Context: an optimization exercise on an open-source flow, tuned for small area. The choices shown serve that exercise and are no tape-out recipe.
Function was checked by simulation only, so behaviour that the tests miss may differ from the original.
No activity file was given, so power comes from the tool's default toggle rates.

<file path="flow/config.mk">
export PLATFORM = sky130hd
export DESIGN_NAME = luFactorizer
export DESIGN_NICKNAME = luFactorizer
export VERILOG_FILES = /design/flow/design.v
export SDC_FILE = /design/flow/constraint.sdc
export NUM_CORES = 4
export LEC_CHECK = 0
export CAP_MARGIN = 20
export CORE_MARGIN = 2
export CORE_UTILIZATION = 40
export SLEW_MARGIN = 20
</file>
<file path="flow/constraint.sdc">
create_clock -name core_clock -period 8.0 [get_ports {clk}]
set_input_delay 1.6000 -clock core_clock [delete_from_list [all_inputs] [get_ports {clk}]]
set_output_delay 1.6000 -clock core_clock [all_outputs]
set_load 0.01 [all_outputs]
</file>
<file path="flow/design.v">
`timescale 1ns / 1ps
module globalCounter(count,clk,rst);
input clk;
input rst;
output [4:0]count;
parameter limit = 21;
reg [4:0]countReg;
always@(posedge clk)
begin
	if(rst)
		countReg <= 0;
	else if(countReg == limit)
		countReg <= 0;
	else
		countReg <= countReg + 1;
end
assign count = countReg;
endmodule
`timescale 1ns / 1ps
module synchronizer(count,
							a11,a12,a13,a14,
							a21,a22,a23,a24,a25,
							a31,a32,a33,a34,a35,a36,
							a41,a42,a43,a44,a45,a46,a47,
								 a52,a53,a54,a55,a56,a57,a58,
									  a63,a64,a65,a66,a67,a68,
										   a74,a75,a76,a77,a78,
												 a85,a86,a87,a88,
							iL1,iL2,iL3,iL4,iL5,iL6,iL7);
input [4:0]count;
input [7:0] a11,a12,a13,a14,
				a21,a22,a23,a24,a25,
				a31,a32,a33,a34,a35,a36,
				a41,a42,a43,a44,a45,a46,a47,
					 a52,a53,a54,a55,a56,a57,a58,
						  a63,a64,a65,a66,a67,a68,
								a74,a75,a76,a77,a78,
									 a85,a86,a87,a88;
output [7:0]iL1,iL2,iL3,iL4,iL5,iL6,iL7;
reg [7:0]iL1Reg;
reg [7:0]iL2Reg;
reg [7:0]iL3Reg;
reg [7:0]iL4Reg;
reg [7:0]iL5Reg;
reg [7:0]iL6Reg;
reg [7:0]iL7Reg;
always@ (*)
begin
	case(count)
	0 : begin
			iL1Reg <= 0;
			iL2Reg <= 0;
			iL3Reg <= 0;
			iL4Reg <= a11;
			iL5Reg <= 0;
			iL6Reg <= 0;
			iL7Reg <= 0;
		  end
	1 : begin
			iL1Reg <= 0;
			iL2Reg <= 0;
			iL3Reg <= 0;
			iL4Reg <= 0;
			iL5Reg <= 0;
			iL6Reg <= 0;
			iL7Reg <= 0;
		  end
	2 : begin
			iL1Reg <= 0;
			iL2Reg <= 0;
			iL3Reg <= a21;
			iL4Reg <= 0;
			iL5Reg <= a12;
			iL6Reg <= 0;
			iL7Reg <= 0;
		  end
	3 : begin
			iL1Reg <= 0;
			iL2Reg <= 0;
			iL3Reg <= 0;
			iL4Reg <= a22;
			iL5Reg <= 0;
			iL6Reg <= 0;
			iL7Reg <= 0;
		  end
	4 : begin
			iL1Reg <= 0;
			iL2Reg <= a31;
			iL3Reg <= 0;
			iL4Reg <= 0;
			iL5Reg <= 0;
			iL6Reg <= a13;
			iL7Reg <= 0;
		  end
	5 : begin
			iL1Reg <= 0;
			iL2Reg <= 0;
			iL3Reg <= a32;
			iL4Reg <= 0;
			iL5Reg <= a23;
			iL6Reg <= 0;
			iL7Reg <= 0;
		  end
	6 : begin
			iL1Reg <= a41;
			iL2Reg <= 0;
			iL3Reg <= 0;
			iL4Reg <= a33;
			iL5Reg <= 0;
			iL6Reg <= 0;
			iL7Reg <= a14;
		  end
	7 : begin
			iL1Reg <= 0;
			iL2Reg <= a42;
			iL3Reg <= 0;
			iL4Reg <= 0;
			iL5Reg <= 0;
			iL6Reg <= a24;
			iL7Reg <= 0;
		  end
	8 : begin
			iL1Reg <= 0;
			iL2Reg <= 0;
			iL3Reg <= a43;
			iL4Reg <= 0;
			iL5Reg <= a34;
			iL6Reg <= 0;
			iL7Reg <= 0;
		  end
	9 : begin
			iL1Reg <= a52;
			iL2Reg <= 0;
			iL3Reg <= 0;
			iL4Reg <= a44;
			iL5Reg <= 0;
			iL6Reg <= 0;
			iL7Reg <= a25;
		  end
	10 : begin
			iL1Reg <= 0;
			iL2Reg <= a53;
			iL3Reg <= 0;
			iL4Reg <= 0;
			iL5Reg <= 0;
			iL6Reg <= a35;
			iL7Reg <= 0;
		  end
	11 : begin
			iL1Reg <= 0;
			iL2Reg <= 0;
			iL3Reg <= a54;
			iL4Reg <= 0;
			iL5Reg <= a45;
			iL6Reg <= 0;
			iL7Reg <= 0;
		  end
	12 : begin
			iL1Reg <= a63;
			iL2Reg <= 0;
			iL3Reg <= 0;
			iL4Reg <= a55;
			iL5Reg <= 0;
			iL6Reg <= 0;
			iL7Reg <= a36;
		  end
	13 : begin
			iL1Reg <= 0;
			iL2Reg <= a64;
			iL3Reg <= 0;
			iL4Reg <= 0;
			iL5Reg <= 0;
			iL6Reg <= a46;
			iL7Reg <= 0;
		  end
	14 : begin
			iL1Reg <= 0;
			iL2Reg <= 0;
			iL3Reg <= a65;
			iL4Reg <= 0;
			iL5Reg <= a56;
			iL6Reg <= 0;
			iL7Reg <= 0;
		  end
	15 : begin
			iL1Reg <= a74;
			iL2Reg <= 0;
			iL3Reg <= 0;
			iL4Reg <= a66;
			iL5Reg <= 0;
			iL6Reg <= 0;
			iL7Reg <= a47;
		  end
	16 : begin
			iL1Reg <= 0;
			iL2Reg <= a75;
			iL3Reg <= 0;
			iL4Reg <= 0;
			iL5Reg <= 0;
			iL6Reg <= a57;
			iL7Reg <= 0;
		  end
	17 : begin
			iL1Reg <= 0;
			iL2Reg <= 0;
			iL3Reg <= a76;
			iL4Reg <= 0;
			iL5Reg <= a67;
			iL6Reg <= 0;
			iL7Reg <= 0;
		  end
	18 : begin
			iL1Reg <= a85;
			iL2Reg <= 0;
			iL3Reg <= 0;
			iL4Reg <= a77;
			iL5Reg <= 0;
			iL6Reg <= 0;
			iL7Reg <= a58;
		  end
	19 : begin
			iL1Reg <= 0;
			iL2Reg <= a86;
			iL3Reg <= 0;
			iL4Reg <= 0;
			iL5Reg <= 0;
			iL6Reg <= a68;
			iL7Reg <= 0;
		  end
	20 : begin
			iL1Reg <= 0;
			iL2Reg <= 0;
			iL3Reg <= a87;
			iL4Reg <= 0;
			iL5Reg <= a78;
			iL6Reg <= 0;
			iL7Reg <= 0;
		  end
	21 : begin
			iL1Reg <= 0;
			iL2Reg <= 0;
			iL3Reg <= 0;
			iL4Reg <= a88;
			iL5Reg <= 0;
			iL6Reg <= 0;
			iL7Reg <= 0;
		  end
	default : begin
			iL1Reg <= 0;
			iL2Reg <= 0;
			iL3Reg <= 0;
			iL4Reg <= 0;
			iL5Reg <= 0;
			iL6Reg <= 0;
			iL7Reg <= 0;
		  end
	endcase
end
assign iL1 = iL1Reg;		  
assign iL2 = iL2Reg;
assign iL3 = iL3Reg;
assign iL4 = iL4Reg;
assign iL5 = iL5Reg;
assign iL6 = iL6Reg;
assign iL7 = iL7Reg;
endmodule
`timescale 1ns / 1ps
module vertexCell(clk,
						x,y,z,
						zOut,rst);
parameter SZ = 8;
parameter mSZ = 16;
input clk;
input rst;
input [SZ-1:0]x,y,z;
output [SZ-1:0]zOut;
reg [SZ-1:0]zReg;
wire [SZ-1:0]c,mS;
wire [mSZ-1:0]m;
assign m = x*y;
assign mS = m[7:0];
assign c = z + mS;	 
always@(posedge clk)
begin
if(rst)
zReg <= 0;
else
zReg <= c;
end
assign zOut = zReg;
endmodule
`timescale 1ns / 1ps
module edgeCell(clk,
					 x,y,z,
					 xOut,zOut,rst);
parameter SZ = 8;
parameter mSZ = 16;
input clk;
input rst;
input [SZ-1:0]x,y,z;
output [SZ-1:0]xOut,zOut;
reg [SZ-1:0]xReg;
reg [SZ-1:0]zReg;
wire [SZ-1:0]c,mS;
wire [mSZ-1:0]m;
assign m = x*y;
assign mS = m[7:0];
assign c = z + mS;	 
always@(posedge clk)
begin
if(rst)
begin
xReg <= 0;
zReg <= 0;
end
else
begin
xReg <= x;
zReg <= c;
end
end
assign xOut = xReg;
assign zOut = zReg;
endmodule
`timescale 1ns / 1ps
module basicCell(clk,
					  x,y,z,
					  xOut,yOut,zOut,rst);
parameter SZ = 8;
parameter mSZ = 16;
input clk;
input rst;
input [SZ-1:0]x,y,z;
output [SZ-1:0]xOut,yOut,zOut;
reg [SZ-1:0]xReg;
reg [SZ-1:0]yReg;
reg [SZ-1:0]zReg;
wire [SZ-1:0]c,mS;
wire [mSZ-1:0]m;
assign m = x*y;
assign mS = m[7:0];
assign c = z + mS;	 
always@(posedge clk)
begin
if(rst)
begin
xReg <= 0;
yReg <= 0;
zReg <= 0;
end
else
begin
xReg <= x;
yReg <= y;
zReg <= c;
end
end
assign xOut = xReg;
assign yOut = yReg;
assign zOut = zReg;
endmodule
`timescale 1ns / 1ps
module negCell(clk,
					x,
					xOut,zOut,rst);
parameter SZ = 8;
input clk;
input rst;
input [SZ-1:0]x;
output [SZ-1:0]xOut,zOut;
reg [SZ-1:0]xReg;
reg [SZ-1:0]zReg;
wire [SZ-1:0]neg;
wire [SZ-1:0]c;
assign neg[0] = ~x[0];
assign neg[1] = ~x[1];
assign neg[2] = ~x[2];
assign neg[3] = ~x[3];
assign neg[4] = ~x[4];
assign neg[5] = ~x[5];
assign neg[6] = ~x[6];
assign neg[7] = ~x[7];
assign c = neg + 8'b00000001;
always@(posedge clk)
begin
	if(rst)
	begin
		xReg <= 0;
		zReg <= 0;
	end
	else
	begin
		xReg <= x;
		zReg <= c;
	end
end
assign xOut = xReg;
assign zOut = zReg;
endmodule
`timescale 1ns / 1ps
module circularCell(clk,
						  x,
						  xInv,xOut,rst);
parameter SZ = 8;
input clk;
input rst;
input [SZ-1:0]x;
output [SZ-1:0]xInv;
output [SZ-1:0]xOut;
reg [SZ-1:0]xReg;
reg [SZ-1:0]xInvReg;
wire [SZ-1:0]I;
assign I = x;
always @(posedge clk)
begin
	if(rst)
	begin
		xReg <= 0;
		xInvReg <= 0;
	end
	else
	begin
		xReg <= x;
		xInvReg <= I;
	end
end
assign xInv = xInvReg;
assign xOut = xReg;
endmodule
`timescale 1ns / 1ps
module systolicArray(iL1,iL2,iL3,iL4,iL5,iL6,iL7,
							lL1,lL2,lL3,
							uL1,uL2,uL3,uL4,
							clk,rst);
parameter iSZ = 8;
parameter oSZ = 16;
input clk;
input rst;
input [iSZ-1:0]iL1,iL2,iL3,iL4,iL5,iL6,iL7;
output [iSZ-1:0]lL1,lL2,lL3;
output [iSZ-1:0]uL1,uL2,uL3,uL4;
wire [iSZ-1:0] x1,x2,x3,x4,x5,x6,x7,x8,x9;
wire [iSZ-1:0] y1,y2,y3,y4,y5,y6,y7,y8,y9,y10,y11;
wire [iSZ-1:0] yInv,pass;
wire [iSZ-1:0] z1,z2,z3,z4,z5,z6,z7,z8,z9;
wire [iSZ-1:0] u2W,u3W,u4W;
vertexCell v1(clk,x1,y1,iL4,z1,rst);
vertexCell v2(clk,iL1,y11,8'b00000000,y3,rst);
edgeCell   e1(clk,y3,x7,iL2,y2,z4,rst);
edgeCell   e2(clk,y2,x4,iL3,y1,z2,rst);
edgeCell	  e3(clk,x2,y4,iL5,x1,z3,rst);
edgeCell   e4(clk,x3,y7,iL6,x2,z6,rst);
edgeCell   e6(clk,y10,z4,8'b00000000,y11,y6,rst);
edgeCell   e7(clk,yInv,z7,8'b00000000,y10,y9,rst);
basicCell b1(clk,x5,y5,z1,x4,y4,z5,rst);
basicCell b2(clk,x8,y6,z2,x7,y5,z7,rst);
basicCell b3(clk,x6,y8,z3,x5,y7,z8,rst);
basicCell b4(clk,x9,y9,z5,x8,y8,z9,rst);
negCell n1(clk,z8,u2W,x9,rst);
negCell n2(clk,z6,u3W,x6,rst);
negCell n3(clk,iL7,u4W,x3,rst);
circularCell c1(clk,z9,yInv,pass,rst);
assign lL1 = y3;
assign lL2 = y6;
assign lL3 = y9;
assign uL1 = pass;
assign uL2 = u2W;
assign uL3 = u3W;
assign uL4 = u4W;
endmodule
`timescale 1ns / 1ps
module luFactorizer(clk,rst,
							a11,a12,a13,a14,
							a21,a22,a23,a24,a25,
							a31,a32,a33,a34,a35,a36,
							a41,a42,a43,a44,a45,a46,a47,
								 a52,a53,a54,a55,a56,a57,a58,
									  a63,a64,a65,a66,a67,a68,
										   a74,a75,a76,a77,a78,
												 a85,a86,a87,a88,
							lL1,lL2,lL3,
							uL1,uL2,uL3,uL4);
parameter iSZ = 8;
input clk;
input rst;
input [iSZ-1:0] a11,a12,a13,a14,
					 a21,a22,a23,a24,a25,
					 a31,a32,a33,a34,a35,a36,
					 a41,a42,a43,a44,a45,a46,a47,
						  a52,a53,a54,a55,a56,a57,a58,
								a63,a64,a65,a66,a67,a68,
									 a74,a75,a76,a77,a78,
										  a85,a86,a87,a88;
output [iSZ-1:0]lL1,lL2,lL3;
output [iSZ-1:0]uL1,uL2,uL3,uL4;
wire [4:0]count;
wire [iSZ-1:0]iL1,iL2,iL3,iL4,iL5,iL6,iL7;
globalCounter g1(count,clk,rst);
synchronizer s1(count,
						a11,a12,a13,a14,
						a21,a22,a23,a24,a25,
						a31,a32,a33,a34,a35,a36,
						a41,a42,a43,a44,a45,a46,a47,
							 a52,a53,a54,a55,a56,a57,a58,
								  a63,a64,a65,a66,a67,a68,
									   a74,a75,a76,a77,a78,
											 a85,a86,a87,a88,
						iL1,iL2,iL3,iL4,iL5,iL6,iL7);
systolicArray a1(iL1,iL2,iL3,iL4,iL5,iL6,iL7,
							lL1,lL2,lL3,
							uL1,uL2,uL3,uL4,
							clk,rst);
endmodule
</file>
<file path="flow/run.sh">
#!/bin/bash
# synth_recipe.tcl (not shown) runs the flow's synth.tcl, then flattens the netlist and writes it again
# the make line also repeats each setting of config.mk as NAME=value (left out here)
make -C /OpenROAD-flow-scripts/flow DESIGN_CONFIG=/design/flow/config.mk WORK_HOME=/design/flow/orfs CLKGATE_MAP_FILE= SYNTH_SCRIPT=/design/flow/synth_recipe.tcl finish
</file>
==> summary.txt <==
==> per-layer routing <==
metal | routed length (µm) | global-route usage [%] | vias up
met5 | 0 | 0 | -
met4 | 1320 | 5.35 | 0
met3 | 3440 | 2.57 | 82
met2 | 32000 | 41.7 | 514
met1 | 31200 | 33.9 | 8346
li1 | - | - | 8180
==> kinds of logic after synthesis <==
kind of cell             count (synthesis)  synth area share (%)
flip-flops                             266                  24.9
XOR/XNOR                               225                  9.35
AND/OR/NAND/NOR                        804                  19.5
buffers and inverters                  432                  7.72
adder cells (fa/ha/maj)                407                  30.8
AO/OA/AOI/OAI                          208                  7.67
multiplexers                             1                0.0702
==> cell usage in the layout (no fill, tap or decap), types with 3 or more instances in the layout <==
cell type	netlist	layout
ha_1	209	209
nor2_2	0	3
diode_2	0	4
clkinv_2	0	3
o21ai_0	6	6
o21ai_1	4	4
nand2_1	257	257
fa_1	198	198
bufinv_16	0	5
xnor2_1	165	165
clkbuf_16	0	31
a21o_1	24	24
a222oi_1	69	69
buf_4	4	18
nor2b_1	194	194
clkbuf_1	56	4
nor3b_1	4	3
clkbuf_8	0	6
and3_1	12	12
a21oi_1	31	31
nand3_1	20	20
and2_1	195	195
nand2b_1	12	12
nor2_1	92	89
xor2_1	58	58
inv_1	361	361
clkdlybuf4s50_1	0	408
o21a_1	4	4
dfxtp_1	266	266
nor3_1	6	6
a22oi_1	62	62
clkinvlp_4	0	6
==> synthesized netlist by cell type <==
| cell | n |
|---|---|
| a31oi_1 | 2 |
| buf_1 | 5 |
| o21ai_1 | 4 |
| nor3b_1 | 4 |
| nor2_1 | 92 |
| or2_2 | 2 |
| nand4bb_1 | 2 |
| o21ai_0 | 6 |
| clkbuf_1 | 56 |
| o32ai_1 | 1 |
| nor4bb_1 | 1 |
| fa_1 | 198 |
| a22o_1 | 2 |
| and2_1 | 195 |
| or4_4 | 1 |
| mux2_4 | 1 |
| a221oi_1 | 1 |
| a21o_1 | 24 |
| xnor3_1 | 2 |
| and4b_1 | 1 |
| buf_2 | 5 |
| nand3_1 | 20 |
| nor3_1 | 6 |
| nand2_1 | 257 |
| nand2b_1 | 12 |
| buf_6 | 1 |
| nor2b_1 | 194 |
| and4bb_2 | 2 |
| nand3b_1 | 1 |
| xnor2_1 | 165 |
| a222oi_1 | 69 |
| a21oi_1 | 31 |
| o21a_1 | 4 |
| inv_1 | 361 |
| dfxtp_1 | 266 |
| and4_1 | 1 |
| o211ai_2 | 1 |
| and3_1 | 12 |
| and2b_1 | 1 |
| ha_1 | 209 |
| xor2_1 | 58 |
| a22oi_1 | 62 |
| buf_4 | 4 |
| a32oi_1 | 1 |
==> metrics by stage <==
step	utilization, %	total power [mW]	hold WS (ps)
2_1_floorplan	-	1.53	414
3_3_place_gp	49.7	1.79	428
3_5_place_dp	49.7	1.79	425
4_1_cts	51.8	3.30	446
5_1_grt	51.8	3.39	460
6_report	51.8	3.27	441
==> path summary, 6_finish.rpt <==
check / startpoint / to / depth (start not counted)
worst min-delay path: a1.b4.zReg[5]$_SDFF_PP0_ / a1.c1.xInvReg[5]$_SDFF_PP0_ / 1
worst max register to register: g1.countReg[2]$_SDFF_PP0_ / a1.v2.zReg[7]$_SDFF_PP0_ / 16
worst min register to register: a1.b4.zReg[5]$_SDFF_PP0_ / a1.c1.xInvReg[5]$_SDFF_PP0_ / 1
worst max-delay path: a74[0] / a1.v2.zReg[7]$_SDFF_PP0_ / 18
==> power groups by stage <==
| stage | combinational [mW] | sequential, mW | clock, mW |
|---|---|---|---|
| after floorplan | 0.145 | 1.39 | 0 |
| after global placement | 0.386 | 1.40 | 0 |
| after detailed placement | 0.387 | 1.40 | 0 |
| after CTS | 0.393 | 1.37 | 1.54 |
| after global routing | 0.426 | 1.37 | 1.59 |
| final | 0.390 | 1.37 | 1.51 |
==> final cells by class <==
type	count	area [µm²]
Multi-Input combinational cell	1645	14400
Tap cell	688	861
Sequential cell	266	5330
Fill cell	4827	25400
Clock buffer	40	860
Antenna cell	4	10.0
Inverter	361	1360
Clock inverter	16	228
Timing Repair Buffer	427	4230
==> flow_metrics.env <==
export IMPL_status="no timing/DRC/antenna violations"
export IMPL_port_buffers=409
export IMPL_path_delay_family="adder cells"
export IMPL_rsz0062_at_grt="false"
export IMPL_power_ir_vdd_worst_mv=0.150
export IMPL_cp_required_ps=8470
export IMPL_syn_inst=2343
export IMPL_p_switching_mw=0.780
export IMPL_crit_type="in -> reg"
export IMPL_fmax_mhz=167
export IMPL_power_frac_seq_pct=41.9
export IMPL_synth_distinct_cells=44
export IMPL_synth_top_area_share_pct=24.9
export IMPL_path_buf_inv=3
export IMPL_critical_path_cell_chain="clkdlybuf4s50_1 -> a222oi_1 -> o21ai_0 -> and2_1 -> fa_1 -> fa_1 -> ha_1 -> inv_1 -> fa_1 -> inv_1 -> ha_1 -> nor2b_1 -> o21ai_0 -> nand2b_1 -> xnor2_1 -> xnor3_1 -> nor2b_1 -> mux2_4"
export IMPL_wl_per_cell_um=19.7
export IMPL_rrSetupSlack_ps=2180
export IMPL_fp_dieArea_um2=55300
export IMPL_vias=17100
export IMPL_fin_ws_ps=2020
export IMPL_tightest_slew_ps=1030
export IMPL_nets=3492
export IMPL_hold_class="reg -> reg"
export IMPL_slew_headroom_pct=31.3
export IMPL_die_h_um=235
export IMPL_cts_tree="done"
export IMPL_pre_cts_slack_ps=1450
export IMPL_syn_nets=3104
export IMPL_dr_first_iter_drc_count=1101
export IMPL_rows=84
export IMPL_drc_errors=0
export IMPL_worstSetupStartpointType="primary input"
export IMPL_start_util_pct=40.6
export IMPL_period_minus_slack_ps=5980
export IMPL_swShare_pct=23.8
export IMPL_cpMostUsedCell="fa_1"
export IMPL_cp_slowest_stage_delay_ps=470
export IMPL_grt_usage_pct=24.6
export IMPL_clock_skew_final_ps=22.2
export IMPL_hold_viol=0
export IMPL_fin_crit_sh_pct=74.8
export IMPL_overflow=0
export IMPL_syn_area_um2=21400
export IMPL_p_per_area_nw_per_um2=120
export IMPL_cts_resized=0
export IMPL_synth_area_top_cells="dfxtp_1 25%, fa_1 19%, ha_1 12%"
export IMPL_post_dp_hpwl_um=54300
export IMPL_yosys_area_top_type="dfxtp_1"
export IMPL_cap_violations=0
export IMPL_instances_no_fill=3447
export IMPL_grt_max_degree=144
export IMPL_cts_sinks=266
export IMPL_dieWidth_um=235
export IMPL_dpl_cell_area_um2=26200
export IMPL_ys_ff_latch=266
export IMPL_dpl_cell_count=3387
export IMPL_clock_power_share_pct=46.2
export IMPL_drive_above_1_share_pct=3.01
export IMPL_yosysSeqAreaShare_pct=24.9
export IMPL_crit_path_end_kind="register"
export IMPL_clkTransAtPathRegs_ps=60
export IMPL_yosys_warnings=7
export IMPL_drtPass1Iterations=9
export IMPL_gp_congestion=0.922
export IMPL_insertion_delay_ps=580
export IMPL_ios=410
export IMPL_core_area_um2=52700
export IMPL_setup_viol=0
export IMPL_vias_per_cell=4.97
export IMPL_p_comb_share_pct=11.9
export IMPL_grt_first_pass_wirelength_um=108000
export IMPL_area_growth_pct=27.7
export IMPL_worst_ep_arrival_time_ps=6450
export IMPL_antenna_found_initial=4
export IMPL_antenna_left=0
export IMPL_cp_max_fo=8
export IMPL_syn_area_per_cell_um2=9.12
export IMPL_routed_wl_um=68000
export IMPL_grt_pass1_vias=18400
export IMPL_tns_ps=0
export IMPL_slew_violations=0
export IMPL_fin_area_um2=27300
export IMPL_post_cts_setup_buffers=0
export IMPL_hold_buffers=0
export IMPL_p_leak_nw=12.2
export IMPL_cts_path_max_buffers=3
export IMPL_p_int_mw=2.49
export IMPL_htree_levels=1
export IMPL_cts_made_buffers=30
export IMPL_cts_root_buf="clkbuf_16"
export IMPL_slowest_stage="fa_1"

==> port drivers added, routing unchanged <==
In the flow no input, the clock included, has a driving cell. The finished layout below was timed again as built, in two steps.
Step 1: set_driving_cell puts a clkbuf_16 on clk and a buf_2 on each other input, an assumption about the parent block.
Step 2 adds t to the input delays and takes it off the output delays; t is the mean of the earliest and latest rising clock arrival at the registers after step 1. Input paths then give back, and output paths get back, about the clock's delay inside the block.
a / b / c = ideal ports / drivers / drivers and shift; a / b = the first two.
t, ns: 0.625
slack for setup (ns): 2.019 / 2.040 / 1.416
hold WS [ns]: 0.441 / 0.441 / 0.441
worst setup path at the end: input to register
cell pins on the clock port's net: 1
After both steps this run still meets setup and hold. For this run, drivers alone change the setup slack by +0.021 ns; drivers and shift together by -0.603 ns.
